Background: an optimization exercise with open tools, aiming at small area and a short achievable clock period. Do not read the settings as production practice. Function was checked by simulation only, so behaviour that the tests miss may differ from the original. Power and IR drop assume default switching activity.

==> inputs of run R <==
==> flow/design.v <==
module hashed_global_branch_predictor #(
    parameter GHR_WIDTH = 8,
    parameter HASH_KEY  = 8'b10111010   
)(
    input  wire              clk,
    input  wire              rst,
    input  wire              predict_request,
    output wire              predicted_taken,
    input  wire              update_enable,
    input  wire              actual_taken
);
    localparam N = 1 << GHR_WIDTH;
    reg  [GHR_WIDTH-1:0] ghr;
    reg  [N-1:0]         pn;       
    reg  [N-1:0]         h;        
    reg                  pred_q;   
    wire [GHR_WIDTH-1:0] index = ghr ^ HASH_KEY;
    assign predicted_taken = predict_request & pred_q;
    wire new_h = ~(pred_q ^ actual_taken);
    wire [15:0] row = 16'd1 << index[7:4];
    wire [15:0] col = update_enable ? (16'd1 << index[3:0]) : 16'd0;
    genvar i;
    generate
        for (i = 0; i < N; i = i + 1) begin : g_entry
            wire sel  = row[i >> 4] & col[i & 15];
            wire selp = sel & ~h[i];
            always @(posedge clk or posedge rst) begin
                if (rst) begin
                    pn[i] <= 1'b0;
                    h[i]  <= 1'b0;
                end else begin
                    if (selp) pn[i] <= ~actual_taken;
                    if (sel)  h[i]  <= new_h;
                end
            end
        end
    endgenerate
    wire [GHR_WIDTH-2:0] pair = ghr[GHR_WIDTH-2:0] ^ HASH_KEY[GHR_WIDTH-1:1];
    wire [N/2-1:0] pn_even, pn_odd;
    generate
        for (i = 0; i < N/2; i = i + 1) begin : g_pair
            assign pn_even[i] = pn[2*i];
            assign pn_odd[i]  = pn[2*i+1];
        end
    endgenerate
    wire rd_even = ~pn_even[pair];
    wire rd_odd  = ~pn_odd[pair];
    wire rd_p    = (actual_taken ^ HASH_KEY[0]) ? rd_odd : rd_even;
    wire same = (ghr[GHR_WIDTH-2:0] == ghr[GHR_WIDTH-1:1]) &&
                (actual_taken == ghr[0]);
    wire h_same = ghr[0] ? h[~HASH_KEY] : h[HASH_KEY];
    wire new_p  = h_same ? pred_q : actual_taken;
    always @(posedge clk or posedge rst) begin
        if (rst) begin
            ghr    <= 0;
            pred_q <= 1'b1;
        end else if (update_enable) begin
            ghr    <= {ghr[GHR_WIDTH-2:0], actual_taken};
            pred_q <= same ? new_p : rd_p;
        end
    end
endmodule
==> flow/run.sh <==
#!/bin/bash
# synth_recipe.tcl (not shown) runs the flow's synth.tcl, then flattens the netlist and writes it again
# the make line also repeats each setting of config.mk as NAME=value (left out here)
make -C /OpenROAD-flow-scripts/flow DESIGN_CONFIG=/design/flow/config.mk WORK_HOME=/design/flow/orfs CLKGATE_MAP_FILE= SYNTH_SCRIPT=/design/flow/synth_recipe.tcl finish
==> flow/config.mk <==
export PLATFORM = sky130hd
export DESIGN_NAME = hashed_global_branch_predictor
export DESIGN_NICKNAME = hashed_global_branch_predictor
export VERILOG_FILES = /design/flow/design.v
export SDC_FILE = /design/flow/constraint.sdc
export NUM_CORES = 4
export LEC_CHECK = 0
export CAP_MARGIN = 20
export CORE_MARGIN = 2
export CORE_UTILIZATION = 40
export SETUP_SLACK_MARGIN = 0.3
export SLEW_MARGIN = 20
==> flow/constraint.sdc <==
create_clock -name core_clock -period 6.0 [get_ports {clk}]
set_input_delay 1.2000 -clock core_clock [delete_from_list [all_inputs] [get_ports {clk}]]
set_output_delay 1.2000 -clock core_clock [all_outputs]
set_load 0.01 [all_outputs]
==> inputs of run G, as changes to run R <==
==> flow/design.v, changed modules only <==
module hashed_global_branch_predictor #(
    parameter GHR_WIDTH = 8,
    parameter HASH_KEY  = 8'b10111010   
)(
    input  wire              clk,
    input  wire              rst,
    input  wire              predict_request,
    output wire              predicted_taken,
    input  wire              update_enable,
    input  wire              actual_taken
);
    localparam N = 1 << GHR_WIDTH;
    reg  [GHR_WIDTH-1:0] ghr;
    reg  [N-1:0]         pn;       
    reg  [N-1:0]         h;        
    reg                  pred_q;   
    wire [GHR_WIDTH-1:0] index = ghr ^ HASH_KEY;
    assign predicted_taken = predict_request & pred_q;
    wire new_h = ~(pred_q ^ actual_taken);
    wire [15:0] row = rst ? 16'hffff : (16'd1 << index[7:4]);
    wire [15:0] col = rst ? 16'hffff :
                      update_enable ? (16'd1 << index[3:0]) : 16'd0;
    wire wr_pn = ~actual_taken & ~rst;
    wire wr_h  = new_h & ~rst;
    genvar i;
    generate
        for (i = 0; i < N; i = i + 1) begin : g_entry
            wire sel  = row[i >> 4] & col[i & 15];
            wire selp = sel & (~h[i] | rst);
            always @(posedge clk) begin
                if (rst) begin
                    pn[i] <= 1'b0;
                    h[i]  <= 1'b0;
                end else begin
                    if (selp) pn[i] <= wr_pn;
                    if (sel)  h[i]  <= wr_h;
                end
            end
        end
    endgenerate
    wire [GHR_WIDTH-2:0] pair = ghr[GHR_WIDTH-2:0] ^ HASH_KEY[GHR_WIDTH-1:1];
    wire [N/2-1:0] pn_even, pn_odd;
    generate
        for (i = 0; i < N/2; i = i + 1) begin : g_pair
            assign pn_even[i] = pn[2*i];
            assign pn_odd[i]  = pn[2*i+1];
        end
    endgenerate
    wire rd_even = ~pn_even[pair];
    wire rd_odd  = ~pn_odd[pair];
    wire rd_p    = (actual_taken ^ HASH_KEY[0]) ? rd_odd : rd_even;
    wire same = (ghr[GHR_WIDTH-2:0] == ghr[GHR_WIDTH-1:1]) &&
                (actual_taken == ghr[0]);
    wire h_same = ghr[0] ? h[~HASH_KEY] : h[HASH_KEY];
    wire new_p  = h_same ? pred_q : actual_taken;
    always @(posedge clk or posedge rst) begin
        if (rst) begin
            ghr    <= 0;
            pred_q <= 1'b1;
        end else if (update_enable) begin
            ghr    <= {ghr[GHR_WIDTH-2:0], actual_taken};
            pred_q <= same ? new_p : rd_p;
        end
    end
endmodule
Settings changed: CORE_UTILIZATION 40 to 50, CTS_CLUSTER_DIAMETER set to 100, CTS_CLUSTER_SIZE set to 25, PLACE_DENSITY set to 0.65, SETUP_SLACK_MARGIN 0.3 to 3.38, TNS_END_PERCENT set to 100.
==> inputs of run P, as changes to run R <==
==> flow/design.v, changed modules only <==
module hashed_global_branch_predictor #(
    parameter GHR_WIDTH = 8,
    parameter HASH_KEY  = 8'b10111010   
)(
    input  wire              clk,
    input  wire              rst,
    input  wire              predict_request,
    output wire              predicted_taken,
    input  wire              update_enable,
    input  wire              actual_taken
);
    localparam N = 1 << GHR_WIDTH;
    reg  [GHR_WIDTH-1:0] ghr;
    reg  [N-1:0]         pn;       
    reg  [N-1:0]         h;        
    reg                  pred_q;   
    wire [GHR_WIDTH-1:0] index = ghr ^ HASH_KEY;
    assign predicted_taken = predict_request & pred_q;
    wire cur_h = h[index];
    wire upd_p = cur_h ? pred_q : actual_taken;
    wire upd_h = ~(pred_q ^ actual_taken);
    wire [15:0] row = rst ? 16'hffff : (16'd1 << index[7:4]);
    wire [15:0] col = rst ? 16'hffff : (16'd1 << index[3:0]);
    wire wr_pn = ~rst & ~(update_enable ? upd_p : pred_q);
    wire wr_h  = ~rst &  (update_enable ? upd_h : cur_h);
    genvar i;
    generate
        for (i = 0; i < N; i = i + 1) begin : g_entry
            wire sel = row[i >> 4] & col[i & 15];
            always @(posedge clk) begin
                if (sel) begin
                    pn[i] <= wr_pn;
                    h[i]  <= wr_h;
                end
            end
        end
    endgenerate
    wire [GHR_WIDTH-2:0] pair = ghr[GHR_WIDTH-2:0] ^ HASH_KEY[GHR_WIDTH-1:1];
    wire [N/2-1:0] pn_even, pn_odd;
    generate
        for (i = 0; i < N/2; i = i + 1) begin : g_pair
            assign pn_even[i] = pn[2*i];
            assign pn_odd[i]  = pn[2*i+1];
        end
    endgenerate
    wire rd_even = ~pn_even[pair];
    wire rd_odd  = ~pn_odd[pair];
    wire rd_p    = (actual_taken ^ HASH_KEY[0]) ? rd_odd : rd_even;
    wire same = (ghr[GHR_WIDTH-2:0] == ghr[GHR_WIDTH-1:1]) &&
                (actual_taken == ghr[0]);
    always @(posedge clk or posedge rst) begin
        if (rst) begin
            ghr    <= 0;
            pred_q <= 1'b1;
        end else if (update_enable) begin
            ghr    <= {ghr[GHR_WIDTH-2:0], actual_taken};
            pred_q <= same ? upd_p : rd_p;
        end
    end
endmodule
Settings changed: SETUP_SLACK_MARGIN 0.3 to 3.3.
==> results.txt <==
Worst setup path end: run G predicted_taken; run R pn[15]; run P pn[53]
Storage element area: run G 0.0105 mm^2; run R 0.0130 mm^2; run P 0.0156 mm^2
Startpoint of the most critical hold path: run G h[219]; run R h[243]; run P pred_q
Final hold slack: run G 0.472 ns; run R 0.462 ns; run P 0.722 ns
Most common library cell in the layout ignoring fill and taps: run G sky130_fd_sc_hd__nand2_1; run R sky130_fd_sc_hd__dfrtp_1; run P sky130_fd_sc_hd__edfxtp_1
Routability Congestion: run G 0.776; run R 0.782; run P 0.847
Clock group: run G 1.88 mW; run R 3.24 mW; run P 3.14 mW
Diode count: run G 0; run R 0; run P 1
Top-area cell type share of the netlist area: run G 48.5%; run R 57.4%; run P 70.9%
Placement Setup Slack: run G 1.94 ns; run R 1.89 ns; run P 1.06 ns
Rows: run G 75; run R 87; run P 85
Net Switching: run G 2.25 mW; run R 2.43 mW; run P 2.94 mW
Fraction of met1 tracks used by global routing: run G 33.3%; run R 27.6%; run P 32.1%
Wire length of the first global-routing pass: run G 88200 um; run R 92700 um; run P 92700 um
Register area share after synthesis: run G 49.6%; run R 57.5%; run P 72.0%
Instance area after placement: run G 0.0214 mm^2; run R 0.0233 mm^2; run P 0.0227 mm^2
Largest net degree at the start of global routing: run G 168; run R 135; run P 41
Buffers inserted by post-CTS timing repair: run G 12; run R 0; run P 56
Inverter count of the layout excluding clock inverters: run G 10; run R 13; run P 11
Count of clock-net buffers in the final layout: run G 27; run R 93; run P 62
Number of DRC violations after detailed-routing iteration 0: run G 1601; run R 1305; run P 1976
Number of antenna violations at the first check in global routing: run G 0; run R 0; run P 1
Share of synthesized cell area in full adder, half adder and majority cells: run G 0.474%; run R 0.441%; run P 0.462%
Endpoint class of the critical path: run G primary output; run R flip-flop; run P flip-flop
Seq pwr: run G 4.34 mW; run R 4.22 mW; run P 4.89 mW
Result of the run: run G timing/DRC/antenna clean; run R timing/DRC/antenna clean; run P timing/DRC/antenna clean

## port drivers added, routing unchanged
How much do the figures lean on ideal ports? The routed layouts below were timed once more, with nothing changed but the port constraints.
Step 1 (the two cells are an assumption about what drives the block):
set clk [get_ports {clk}]
set_driving_cell -lib_cell sky130_fd_sc_hd__clkbuf_16 $clk
set_driving_cell -lib_cell sky130_fd_sc_hd__buf_2 [delete_from_list [all_inputs] $clk]
Step 2 also shifts input and output timing later by t, the mid clock arrival at the registers, as if the neighbouring blocks saw the same clock.
Slacks: ideal / step 1 / step 2; pairs: ideal / step 1.
run	shift t [ns]	slack for setup (ns)	hold WS [ns]	worst slew at a driven data input, ns	cell pins on the clock port's net
run R	0.659	2.471 / 2.443 / 1.785	0.462 / 0.462 / 0.462	0.08	1
run G	0.631	3.279 / 3.247 / 2.847	0.472 / 0.472 / 0.472	0.06	1
run P	0.666	2.162 / 2.162 / 2.162	0.722 / 0.722 / 0.722	0.09	1
After both steps setup and hold are still met in every run listed. For run R, which loses most, drivers alone change the setup slack by -0.028 ns; drivers and shift together by -0.686 ns.
